What follows belongs to an exercise in optimizing a design on an open flow for small area and a short achievable clock period; a production flow would make more cautious choices.
In this exercise RTL edits were held to simulation tests only and were not proved equivalent to the original.
Power is estimated from default activity; no workload was simulated.

`flow/design.v`:
```
module adder8bit(input [7:0] a, input [7:0] b, input c0, input Binv,
					  output [7:0] Sum, output Carry);
wire [1:0] P;
wire [1:0] G;
wire Carry1;
wire Carry2;
adder4bit A40(.a(a[3:0]), .b(b[3:0]), .CI(c0), .Binv(Binv), .result(Sum[3:0]), .P_out(P[0]), .G_out(G[0]));
CarryIn1 C1(.g0(G[0]), .p0(P[0]), .c0(c0), .c1(Carry1));
adder4bit A41(.a(a[7:4]), .b(b[7:4]), .CI(Carry1), .Binv(Binv), .result(Sum[7:4]), .P_out(P[1]), .G_out(G[1]));
CarryIn2 C2(.g(G[1:0]), .p(P[1:0]), .c0(c0), .c2(Carry2));
assign Carry = Carry2;
endmodule
module adder4bit(input [3:0] a, input [3:0] b, input CI, input Binv,
					  output [3:0]result, output P_out, output G_out);
wire [3:0] bInv;					  
wire [3:0] net_g;
wire [3:0] net_p;
wire c1, c2, c3, c4;
wire [3:0] net_result;
wire netP, netG;
assign bInv = (Binv) ? ~b : b;
_generate _G0(.ai(a[0]), .bi(bInv[0]), .gi(net_g[0]));
_generate _G1(.ai(a[1]), .bi(bInv[1]), .gi(net_g[1]));
_generate _G2(.ai(a[2]), .bi(bInv[2]), .gi(net_g[2]));
_generate _G3(.ai(a[3]), .bi(bInv[3]), .gi(net_g[3]));
_propagate _P0(.ai(a[0]), .bi(bInv[0]), .pi(net_p[0]));
_propagate _P1(.ai(a[1]), .bi(bInv[1]), .pi(net_p[1]));
_propagate _P2(.ai(a[2]), .bi(bInv[2]), .pi(net_p[2]));
_propagate _P3(.ai(a[3]), .bi(bInv[3]), .pi(net_p[3]));
CarryIn1 _CI1(.g0(net_g[0]), .p0(net_p[0]), .c0(CI), .c1(c1));
CarryIn2 _CI2(.g(net_g[1:0]), .p(net_p[1:0]), .c0(CI), .c2(c2));
CarryIn3 _CI3(.g(net_g[2:0]), .p(net_p[2:0]), .c0(CI), .c3(c3));
Propagate P0(.p(net_p[3:0]), .P(netP));
Generate G0(.g(net_g[3:0]), .p(net_p[3:0]), .G(netG));
adder1bit A10(.a(a[0]), .b(bInv[0]), .ci(CI), .result(net_result[0]));
adder1bit A11(.a(a[1]), .b(bInv[1]), .ci(c1), .result(net_result[1]));
adder1bit A12(.a(a[2]), .b(bInv[2]), .ci(c2), .result(net_result[2]));
adder1bit A13(.a(a[3]), .b(bInv[3]), .ci(c3), .result(net_result[3]));
assign result = net_result; assign P_out = netP; assign G_out = netG;
endmodule
module _generate(input ai, input bi, output gi);
	assign gi = ai & bi;
endmodule
module _propagate(input ai, input bi, output pi);
	assign pi = ai | bi;
endmodule
module CarryIn1(input g0, input p0, input c0, output c1);
	assign c1 = g0 | (p0 & c0);
endmodule
module CarryIn2(input [1:0] g, input [1:0] p, input c0, output c2);
	assign c2 = g[1] | (p[1] & g[0]) | (p[1] & p[0] & c0);
endmodule
module CarryIn3(input [2:0] g, input [2:0] p, input c0, output c3);
	assign c3 = g[2] | (p[2] & g[1]) | (p[2] & p[1] & g[0]) | (p[2] & p[1] & p[0] & c0);
endmodule
module CarryIn4(input [3:0] g, input [3:0] p, input c0, output c4);
	assign c4 = g[3] | (p[3] & g[2]) | (p[3] & p[2] & g[1]) | (p[3] & p[2] & p[1] & g[0]) | (p[3] & p[2] & p[1] & p[0] & c0);
endmodule
module Propagate(input [3:0] p, output P);
	assign P = p[3] & p[2] & p[1] & p[0];
endmodule
module Generate(input [3:0] g, input [3:0] p, output G);
	assign G = g[3] | (p[3] & g[2]) | (p[3] & p[2] & g[1]) | (p[3] & p[2] & p[1] & g[0]);
endmodule
module adder1bit(input a, input b,  
					  input ci,
					  output result);
	assign result = a ^ b ^ ci;
endmodule
module Multiply(input [7:0] a_in, input [7:0] b_in, output [15:0] product);
wire [7:0] net00, net01, net10, net11, net20, net21, net30, net31;
wire [7:0] net40, net41, net50, net51, net60, net61, net70, net71;
wire check;
assign check = a_in[7] ^ b_in[7];
wire [7:0] a1, b1; 
wire [7:0] a2, b2; 
wire check_a, check_b;
wire [7:0] a, b;
assign a1 = ~a_in;
assign b1 = ~b_in;
assign check_a = a_in[7];
assign check_b = b_in[7];
adder8bit IN_TC0(.a(a1), .b(8'b00000001), .c0(1'b0), .Binv(1'b0), .Sum(a2), .Carry());
adder8bit IN_TC1(.a(b1), .b(8'b00000001), .c0(1'b0), .Binv(1'b0), .Sum(b2), .Carry());
assign a = (check_a) ? (a2) : a_in;
assign b = (check_b) ? (b2) : b_in;
assign net00[0] = a[0] & b[0];
assign net00[1] = a[1] & b[0];
assign net00[2] = a[2] & b[0];
assign net00[3] = a[3] & b[0];
assign net00[4] = a[4] & b[0];
assign net00[5] = a[5] & b[0];
assign net00[6] = a[6] & b[0];
assign net00[7] = a[7] & b[0];
assign net01[0] = a[7] & b[1];
assign net01[1] = a[7] & b[2];
assign net01[2] = a[7] & b[3];
assign net01[3] = a[7] & b[4];
assign net01[4] = a[7] & b[5];
assign net01[5] = a[7] & b[6];
assign net01[6] = a[7] & b[7];
assign net01[7] = 1'b0;
assign net10[0] = 1'b0;
assign net10[1] = a[0] & b[1];
assign net10[2] = a[1] & b[1];
assign net10[3] = a[2] & b[1];
assign net10[4] = a[3] & b[1];
assign net10[5] = a[4] & b[1];
assign net10[6] = a[5] & b[1];
assign net10[7] = a[6] & b[1];
assign net11[0] = a[6] & b[2];
assign net11[1] = a[6] & b[3];
assign net11[2] = a[6] & b[4];
assign net11[3] = a[6] & b[5];
assign net11[4] = a[6] & b[6];
assign net11[5] = a[6] & b[7];
assign net11[6] = 1'b0;
assign net11[7] = 1'b0;
assign net20[0] = 1'b0;
assign net20[1] = 1'b0;
assign net20[2] = a[0] & b[2];
assign net20[3] = a[1] & b[2];
assign net20[4] = a[2] & b[2];
assign net20[5] = a[3] & b[2];
assign net20[6] = a[4] & b[2];
assign net20[7] = a[5] & b[2];
assign net21[0] = a[5] & b[3];
assign net21[1] = a[5] & b[4];
assign net21[2] = a[5] & b[5];
assign net21[3] = a[5] & b[6];
assign net21[4] = a[5] & b[7];
assign net21[5] = 1'b0;
assign net21[6] = 1'b0;
assign net21[7] = 1'b0;
assign net30[0] = 1'b0;
assign net30[1] = 1'b0;
assign net30[2] = 1'b0;
assign net30[3] = a[0] & b[3];
assign net30[4] = a[1] & b[3];
assign net30[5] = a[2] & b[3];
assign net30[6] = a[3] & b[3];
assign net30[7] = a[4] & b[3];
assign net31[0] = a[4] & b[4];
assign net31[1] = a[4] & b[5];
assign net31[2] = a[4] & b[6];
assign net31[3] = a[4] & b[7];
assign net31[4] = 1'b0;
assign net31[5] = 1'b0;
assign net31[6] = 1'b0;
assign net31[7] = 1'b0;
assign net40[0] = 1'b0;
assign net40[1] = 1'b0;
assign net40[2] = 1'b0;
assign net40[3] = 1'b0;
assign net40[4] = a[0] & b[4];
assign net40[5] = a[1] & b[4];
assign net40[6] = a[2] & b[4];
assign net40[7] = a[3] & b[4];
assign net41[0] = a[3] & b[5];
assign net41[1] = a[3] & b[6];
assign net41[2] = a[3] & b[7];
assign net41[3] = 1'b0;
assign net41[4] = 1'b0;
assign net41[5] = 1'b0;
assign net41[6] = 1'b0;
assign net41[7] = 1'b0;
assign net50[0] = 1'b0;
assign net50[1] = 1'b0;
assign net50[2] = 1'b0;
assign net50[3] = 1'b0;
assign net50[4] = 1'b0;
assign net50[5] = a[0] & b[5];
assign net50[6] = a[1] & b[5];
assign net50[7] = a[2] & b[5];
assign net51[0] = a[2] & b[6];
assign net51[1] = a[2] & b[7];
assign net51[2] = 1'b0;
assign net51[3] = 1'b0;
assign net51[4] = 1'b0;
assign net51[5] = 1'b0;
assign net51[6] = 1'b0;
assign net51[7] = 1'b0;
assign net60[0] = 1'b0;
assign net60[1] = 1'b0;
assign net60[2] = 1'b0;
assign net60[3] = 1'b0;
assign net60[4] = 1'b0;
assign net60[5] = 1'b0;
assign net60[6] = a[0] & b[6];
assign net60[7] = a[1] & b[6];
assign net61[0] = a[1] & b[7];
assign net61[1] = 1'b0;
assign net61[2] = 1'b0;
assign net61[3] = 1'b0;
assign net61[4] = 1'b0;
assign net61[5] = 1'b0;
assign net61[6] = 1'b0;
assign net61[7] = 1'b0;
assign net70[0] = 1'b0;
assign net70[1] = 1'b0;
assign net70[2] = 1'b0;
assign net70[3] = 1'b0;
assign net70[4] = 1'b0;
assign net70[5] = 1'b0;
assign net70[6] = 1'b0;
assign net70[7] = a[0] & b[7];
assign net71[0] = 1'b0;
assign net71[1] = 1'b0;
assign net71[2] = 1'b0;
assign net71[3] = 1'b0;
assign net71[4] = 1'b0;
assign net71[5] = 1'b0;
assign net71[6] = 1'b0;
assign net71[7] = 1'b0;
wire [7:0] add0Result, add1Result, add2Result, add3Result, add4Result, add5Result, add6Result, add7Result;
wire [7:0] add8Result, add9Result, add10Result, add11Result, add12Result, add13Result;
wire carry0, carry1, carry2, carry3, carry4, carry5, carry6;
adder8bit ADD0(.a(net00), .b(net10), .c0(1'b0), .Binv(1'b0), .Sum(add0Result), .Carry(carry0));
adder8bit ADD1(.a(net20), .b(net30), .c0(1'b0), .Binv(1'b0), .Sum(add1Result), .Carry(carry1));
adder8bit ADD2(.a(net40), .b(net50), .c0(1'b0), .Binv(1'b0), .Sum(add2Result), .Carry(carry2));
adder8bit ADD3(.a(net60), .b(net70), .c0(1'b0), .Binv(1'b0), .Sum(add3Result), .Carry(carry3));
adder8bit ADD4(.a(net01), .b(net11), .c0(carry0), .Binv(1'b0), .Sum(add4Result), .Carry());
adder8bit ADD5(.a(net21), .b(net31), .c0(carry1), .Binv(1'b0), .Sum(add5Result), .Carry());
adder8bit ADD6(.a(net41), .b(net51), .c0(carry2), .Binv(1'b0), .Sum(add6Result), .Carry());
adder8bit ADD7(.a(net61), .b(net71), .c0(carry3), .Binv(1'b0), .Sum(add7Result), .Carry());
adder8bit ADD8(.a(add0Result), .b(add1Result), .c0(1'b0), .Binv(1'b0), .Sum(add8Result), .Carry(carry4));
adder8bit ADD9(.a(add2Result), .b(add3Result), .c0(1'b0), .Binv(1'b0), .Sum(add9Result), .Carry(carry5));
adder8bit ADD10(.a(add4Result), .b(add5Result), .c0(carry4), .Binv(1'b0), .Sum(add10Result), .Carry());
adder8bit ADD11(.a(add6Result), .b(add7Result), .c0(carry5), .Binv(1'b0), .Sum(add11Result), .Carry());
adder8bit ADD12(.a(add8Result), .b(add9Result), .c0(1'b0), .Binv(1'b0), .Sum(add12Result), .Carry(carry6));
adder8bit ADD13(.a(add10Result), .b(add11Result), .c0(carry6), .Binv(1'b0), .Sum(add13Result), .Carry());
wire [7:0] add12Result_1, add12Result_2;
wire [7:0] add13Result_1, add13Result_2;
wire carry7;
assign add12Result_1 = ~add12Result;
assign add13Result_1 = ~add13Result;
adder8bit OUT_TC0(.a(add12Result_1), .b(8'b00000001), .c0(1'b0), .Binv(1'b0), .Sum(add12Result_2), .Carry(carry7));
adder8bit OUT_TC1(.a(add13Result_1), .b(8'b0), .c0(carry7), .Binv(1'b0), .Sum(add13Result_2), .Carry());
assign product[7:0] = (check) ? add12Result_2 : add12Result;
assign product[15:8] = (check) ? add13Result_2 : add13Result;
endmodule
module Overflow(input Binv, input c0, input a, input b, input Sum, output OF);
wire a1, b1, Binv1, c01;
assign a1 = ~a; assign b1 = ~b; assign Binv1 = ~Binv; assign c01 = ~c0;
assign OF = (Sum & ((a1 & b1 & c01 & Binv1) | (a1 & b & c0 & Binv))) | (~Sum & ((a & b & c01 & Binv1) | (a & b1 & c0 & Binv)));
endmodule
module rotate_left(input [7:0] a, input [2:0] b, output [7:0] r);
assign r[7:0] = (b == 3'd0) ? a :
					 (b == 3'd1) ? {a[6:0], a[7]} :
			       (b == 3'd2) ? {a[5:0], a[7:6]} :
			       (b == 3'd3) ? {a[4:0], a[7:5]} :
			       (b == 3'd4) ? {a[3:0], a[7:4]} :
			       (b == 3'd5) ? {a[2:0], a[7:3]} :
			       (b == 3'd6) ? {a[1:0], a[7:2]} : {a[0], a[7:1]};
endmodule
module rotate_right(input [7:0] a, input [2:0] b, output [7:0] r);
assign r[7:0] = (b == 3'd0) ? a :
					 (b == 3'd1) ? {a[0], a[7:1]} :
					 (b == 3'd2) ? {a[1:0], a[7:2]} :
					 (b == 3'd3) ? {a[2:0], a[7:3]} :
					 (b == 3'd4) ? {a[3:0], a[7:4]} :
					 (b == 3'd5) ? {a[4:0], a[7:5]} :
					 (b == 3'd6) ? {a[5:0], a[7:6]} : {a[6:0], a[7]};
endmodule
module shift_left_arithmetic(input [7:0] a, input [7:0] b, output [7:0] r);
assign r[7:0] = (b == 8'd0) ? a : 
					 (b == 8'd1) ? {a[7], a[5:0], 1'b0} :
					 (b == 8'd2) ? {a[7], a[4:0], 2'b0} :
					 (b == 8'd3) ? {a[7], a[3:0], 3'b0} :
					 (b == 8'd4) ? {a[7], a[2:0], 4'b0} :
					 (b == 8'd5) ? {a[7], a[1:0], 5'b0} :
					 (b == 8'd6) ? {a[7], a[0], 6'b0} : {a[7], 7'b0};
endmodule
module shift_left_logic(input [7:0] a, input [7:0] b, output [7:0] r);
assign r[7:0] = (b == 8'd0) ? a : 
					 (b == 8'd1) ? {a[6:0], 1'b0} :
					 (b == 8'd2) ? {a[5:0], 2'b0} :
					 (b == 8'd3) ? {a[4:0], 3'b0} :
					 (b == 8'd4) ? {a[3:0], 4'b0} :
					 (b == 8'd5) ? {a[2:0], 5'b0} :
					 (b == 8'd6) ? {a[1:0], 6'b0} : 
					 (b == 8'd7) ? {a[0], 7'b0} : 8'b0;
endmodule
module shift_right_arithmetic(input [7:0] a, input [7:0] b, output [7:0] r);
assign r[7:0] = (b == 8'd0) ? a : 
					 (b == 8'd1) ? {a[7], a[7:1]} :
					 (b == 8'd2) ? {a[7], a[7], a[7:2]} :
					 (b == 8'd3) ? {a[7], a[7], a[7], a[7:3]} :
					 (b == 8'd4) ? {a[7], a[7], a[7], a[7], a[7:4]} :
					 (b == 8'd5) ? {a[7], a[7], a[7], a[7], a[7], a[7:5]} :
					 (b == 8'd6) ? {a[7], a[7], a[7], a[7], a[7], a[7], a[7:6]} : {a[7], a[7], a[7], a[7], a[7], a[7], a[7], a[7]};
endmodule
module shift_right_logic(input [7:0] a, input [7:0] b, output [7:0] r);
assign r[7:0] = (b == 8'd0) ? a : 
					 (b == 8'd1) ? {1'b0, a[7:1]} :
					 (b == 8'd2) ? {2'b0, a[7:2]} :
					 (b == 8'd3) ? {3'b0, a[7:3]} :
					 (b == 8'd4) ? {4'b0, a[7:4]} :
					 (b == 8'd5) ? {5'b0, a[7:5]} :
					 (b == 8'd6) ? {6'b0, a[7:6]} : 
					 (b == 8'd7) ? {7'b0, a[7]} : 8'b0;
endmodule
module ALU8bit(input clk, input [3:0] Op,
					input [7:0] a, input [7:0] b,
					output reg [7:0] result, output reg [15:0] product,
					output OF, output zero, output slt);
wire [7:0] invResult, andResult, orResult; 
wire [7:0] sll, srl, sla, sra, rl, rr;
wire [7:0] arithmetic; wire [15:0] netProduct;
wire Binv, c0, CarryOut;
assign Binv = (Op == 4'b1010) ? 1'b1 : 1'b0;
assign c0 = (Op == 4'b1010) ? 1'b1 : 1'b0;
assign invResult = ~a;
assign andResult = a & b;
assign orResult = a | b;
shift_left_logic SLL(.a(a), .b(b), .r(sll));
shift_right_logic SRL(.a(a), .b(b), .r(srl));
shift_left_arithmetic SLA(.a(a), .b(b), .r(sla));
shift_right_arithmetic SRA(.a(a), .b(b), .r(sra));
rotate_left RL(.a(a), .b(b[2:0]), .r(rl));
rotate_right RR(.a(a), .b(b[2:0]), .r(rr));
adder8bit A80(.a(a), .b(b), .c0(c0), .Binv(Binv), .Sum(arithmetic), .Carry(CarryOut));
Multiply M0(.a_in(a), .b_in(b), .product(netProduct));
Overflow OV(.Binv(Binv), .c0(c0), .a(a[7]), .b(b[7]), .Sum(arithmetic[7]), .OF(OF));
assign zero = ((result == 8'b0) && (!OF)) ? 1'b1 : 1'b0;
assign slt = result[7] & Binv & c0 & (~OF);
always @(posedge clk) begin
	case(Op)
		4'b0000:begin  
			result <= invResult;
			product <= 16'b0;
		end
		4'b0001:begin  
			result <= andResult;
			product <= 16'b0;
		end
		4'b0010:begin  
			result <= orResult;
			product <= 16'b0;
		end
		4'b0011:begin  
			result <= sll;
			product <= 16'b0;
		end
		4'b0100:begin  
			result <= srl;
			product <= 16'b0;
		end
		4'b0101:begin  
			result <= sla;
			product <= 16'b0;
		end
		4'b0110:begin  
			result <= sra;
			product <= 16'b0;
		end
		4'b0111:begin  
			result <= rl;
			product <= 16'b0;
		end
		4'b1000:begin  
			result <= rr;
			product <= 16'b0;
		end
		4'b1001:begin  
			result <= arithmetic;
			product <= 16'b0;
		end
		4'b1010:begin  
			result <= arithmetic;
			product <= 16'b0;
		end
		4'b1011:begin  
			product <= netProduct;
			result <= 8'b0;
		end
		default:begin  
			result <= 8'b0;
			product <= 16'b0;
		end
	endcase
end
endmodule
```
`flow/run.sh`:
```
#!/bin/bash
# synth_recipe.tcl (not shown) runs the flow's synth.tcl, then flattens the netlist and writes it again
# the make line also repeats each setting of config.mk as NAME=value (left out here)
make -C /OpenROAD-flow-scripts/flow DESIGN_CONFIG=/design/flow/config.mk WORK_HOME=/design/flow/orfs CLKGATE_MAP_FILE= SYNTH_SCRIPT=/design/flow/synth_recipe.tcl finish
```
`flow/config.mk`:
```
export PLATFORM = sky130hd
export DESIGN_NAME = ALU8bit
export DESIGN_NICKNAME = ALU8bit
export VERILOG_FILES = /design/flow/design.v
export SDC_FILE = /design/flow/constraint.sdc
export NUM_CORES = 4
export LEC_CHECK = 0
export CAP_MARGIN = 20
export CORE_MARGIN = 2
export CORE_UTILIZATION = 40
export SLEW_MARGIN = 20
```
`flow/constraint.sdc`:
```
create_clock -name core_clock -period 8.0 [get_ports {clk}]
set_input_delay 1.6000 -clock core_clock [delete_from_list [all_inputs] [get_ports {clk}]]
set_output_delay 1.6000 -clock core_clock [all_outputs]
set_load 0.01 [all_outputs]
```
==> notes.md <==
stage by stage:
step           setup slack, ps  hold WS [ps]
6_report                   352          2030
5_1_grt                  -31.7          2030
4_1_cts                   28.3          2180
3_5_place_dp              -470          2330
3_3_place_gp              -308          2340
2_1_floorplan             19.4          1850
power by group:
part | switching, mW | internal [mW]
combinational | 0.610 | 0.525
sequential | 0.00433 | 0.131
clock | 0.0407 | 0.0993
total | 0.655 | 0.756
placed cells by master (no fill, tap or decap), types with 33 or more instances in the layout:
cell,instances
a21oi_1,84
clkdlybuf4s50_1,37
buf_4,113
xor2_1,33
xnor2_1,38
ha_1,124
nor2_1,106
nand2_1,101
inv_1,129
o21ai_0,35
worst max-delay path by stage:
stage	end	start	slack [ps]
2_1_floorplan	product[15]$_SDFF_PP0_	a[0]	20
3_3_place_gp	product[15]$_SDFF_PP0_	b[0]	-310
3_5_place_dp	product[15]$_SDFF_PP0_	b[0]	-470
4_1_cts	product[15]$_SDFF_PP0_	b[1]	30
5_1_grt	product[15]$_SDFF_PP0_	a[1]	-30
6_report	product[15]$_SDFF_PP0_	b[0]	350
what timing repair did:
item | CTS | global route
pin swaps | 5 | 21
endpoints found under the hold margin | 0 | 0
endpoints found under the setup margin | 2 | 4
gates resized for setup | 16 | 43
buffers inserted | 0 | 2
metal layers:
metal	GRT usage (%)	part of all wire, %	vias up
met1	32.1	44	3595
met2	40.9	47	324
li1	-	-	3761
met5	0	0	-
met3	2.82	7.8	43
met4	4.05	1.8	0
sequential cells by signal, summed over array words and instances (netlist names):
name and flops:
product 16, result 8
logic make-up after synthesis:
kind of cell | count (synthesis) | share of synthesized area, %
adders and majority gates | 147 | 26.8
AOI/OAI and AO/OA | 263 | 24.0
muxes | 9 | 1.24
other | 2 | 0.102
xor gates and xnor gates | 76 | 9.24
and+or+nand+nor | 330 | 21.9
DFF | 24 | 6.54
buffers and inverters | 194 | 10.2
worst max-delay path, delay by kind of cell:
family / cells / cell delay (ps)
compound gates: 8 / 1580
xor+xnor: 1 / 160
fa+ha+maj: 7 / 2250
buf+inv: 6 / 650
simple gates: 11 / 1530
cell type report:
cell class | count | share of cell area (%)
Inverter | 138 | 5.75
Clock buffer | 3 | 0.831
Tap cell | 229 | 3.17
Timing Repair Buffer | 161 | 14.9
Sequential cell | 24 | 5.32
Clock inverter | 1 | 0.332
Multi-Input combinational cell | 828 | 69.7
==> flow_summary.json <==
{
  "power.total_mw": 1.41,
  "grt_pass1_vias": 7356,
  "drtPass1Iterations": 5,
  "relSlewSlack_pct": 36.4,
  "instances_no_fill": 1384,
  "fmax_ghz": 0.131,
  "setup_viol": 0,
  "pin_count": 48,
  "cts_tree": "yes",
  "crit_path_top_delay_cell": "fa_2",
  "place.gp.congestion": 0.992,
  "maxSlewViolCount": 0,
  "clk_path_buf_depth": 2,
  "finish.utilization_pct": 50.1,
  "status": "no timing/DRC/antenna violations",
  "p_leak_nw": 4.49,
  "multi_input_area_mm2": 0.00630,
  "finalHoldViolCount": 0,
  "synth.area.top_cells": "ha_1 22%, inv_1 6.8%, dfxtp_1 6.5%",
  "syn_avg_cell_area_um2": 7.04,
  "finalWirelength_mm": 23.8,
  "fin_area_mm2": 0.00904,
  "layout-drive-gt1-share_pct": 16.4,
  "cts.sinks": 24,
  "die_x_um": 140,
  "min_from": "a[0]",
  "root_buffer": "clkbuf_16",
  "synthArstFlopShare_pct": 0,
  "syn_to_final_growth_pct": 22.9,
  "synthFlopType": "dfxtp_1",
  "yosys.area.top_type_share_pct": 21.8,
  "max_slew.worst_pin.slew_ps": 951,
  "power_density_mw_per_mm2": 156,
  "hold_buffers": 0,
  "critPathKind": "primary input to flop",
  "wl_per_cell_um": 17.2,
  "drtIter0Drc": 667,
  "synth_cell_types": 84,
  "hp-class": "primary input to flop",
  "drcViolationCount": 0,
  "post-synth-top-area-cell": "ha_1",
  "setup_tns_ps": 0,
  "n_fill_cell": 1832,
  "core_mm2": 0.0180,
  "gr-total-overflow": 0,
  "dp_cells": 1378,
  "vias": 7723,
  "cpPeakStageDelay_ps": 550,
  "whs_path_depth": 4,
  "viasPerCell": 5.58,
  "grt_max_degree": 25,
  "grt_use_total_pct": 23.6,
  "grt_pass1_wl_mm": 37.8,
  "finalCriticalPeriod_ps": 7650,
  "synth.most_common_cell": "inv_1",
  "die_area_mm2": 0.0195,
  "clk_pin_slew_ps": 60,
  "ys_warn_count": 1,
  "syn_area_mm2": 0.00735,
  "grt_antenna_before_repair": 1,
  "nets": 1323,
  "cts_max_level": 1,
  "seqCellArea_um2": 480,
  "ant_nets": 0,
  "n_antenna_cell": 0,
  "period_share_pct": 95.6,
  "crit_path_start_kind": "primary input",
  "synth_commonest_cells": "133 x inv_1, 128 x ha_1, 111 x nor2_1, 102 x nand2_1, 87 x a21oi_1",
  "cts_buffers": 3,
  "ys_seq_elements": 24,
  "arrival_ps": 7800,
  "synth_edf_count": 0,
  "ir_drop_v": 0.000163,
  "initial_core_util_pct": 40.8,
  "placed_area_mm2": 0.00873,
  "detailed_place_hpwl_mm": 19.1,
  "yosysSeqAreaShare_pct": 6.54,
  "fp.dieH_um": 140,
  "worstPathMaxFanout": 4,
  "drv_cap": 0,
  "required_ps": 8150,
  "portBuffers": 47,
  "endpoint_kind": "flop",
  "min_to": "result[0]$_DFF_P_",
  "placementRows": 49,
  "netlist_instances": 1045
}

[re-timing with driven ports]
In the flow no input, the clock included, has a driving cell. The finished layout below was timed again as built, in two steps.
Step 1, drivers: a clkbuf_16 drives clk and a buf_2 each remaining input, both assumed.
Step 2 also shifts input and output timing later by t, the mid clock arrival at the registers, as if the neighbouring blocks saw the same clock.
Slacks: no drivers / after step 1 / after step 2; pairs: no drivers / after step 1.
t (ns): 0.282
slack for setup (ns): 0.352 / 0.362 / 0.080
latest minus earliest clock arrival (ns): 0.002 / 0.001
worst data-port slew with drivers (ns): 0.05
After both steps this run still meets setup and hold. The setup slack of this run moves by +0.010 ns with the drivers and by -0.272 ns with both steps.
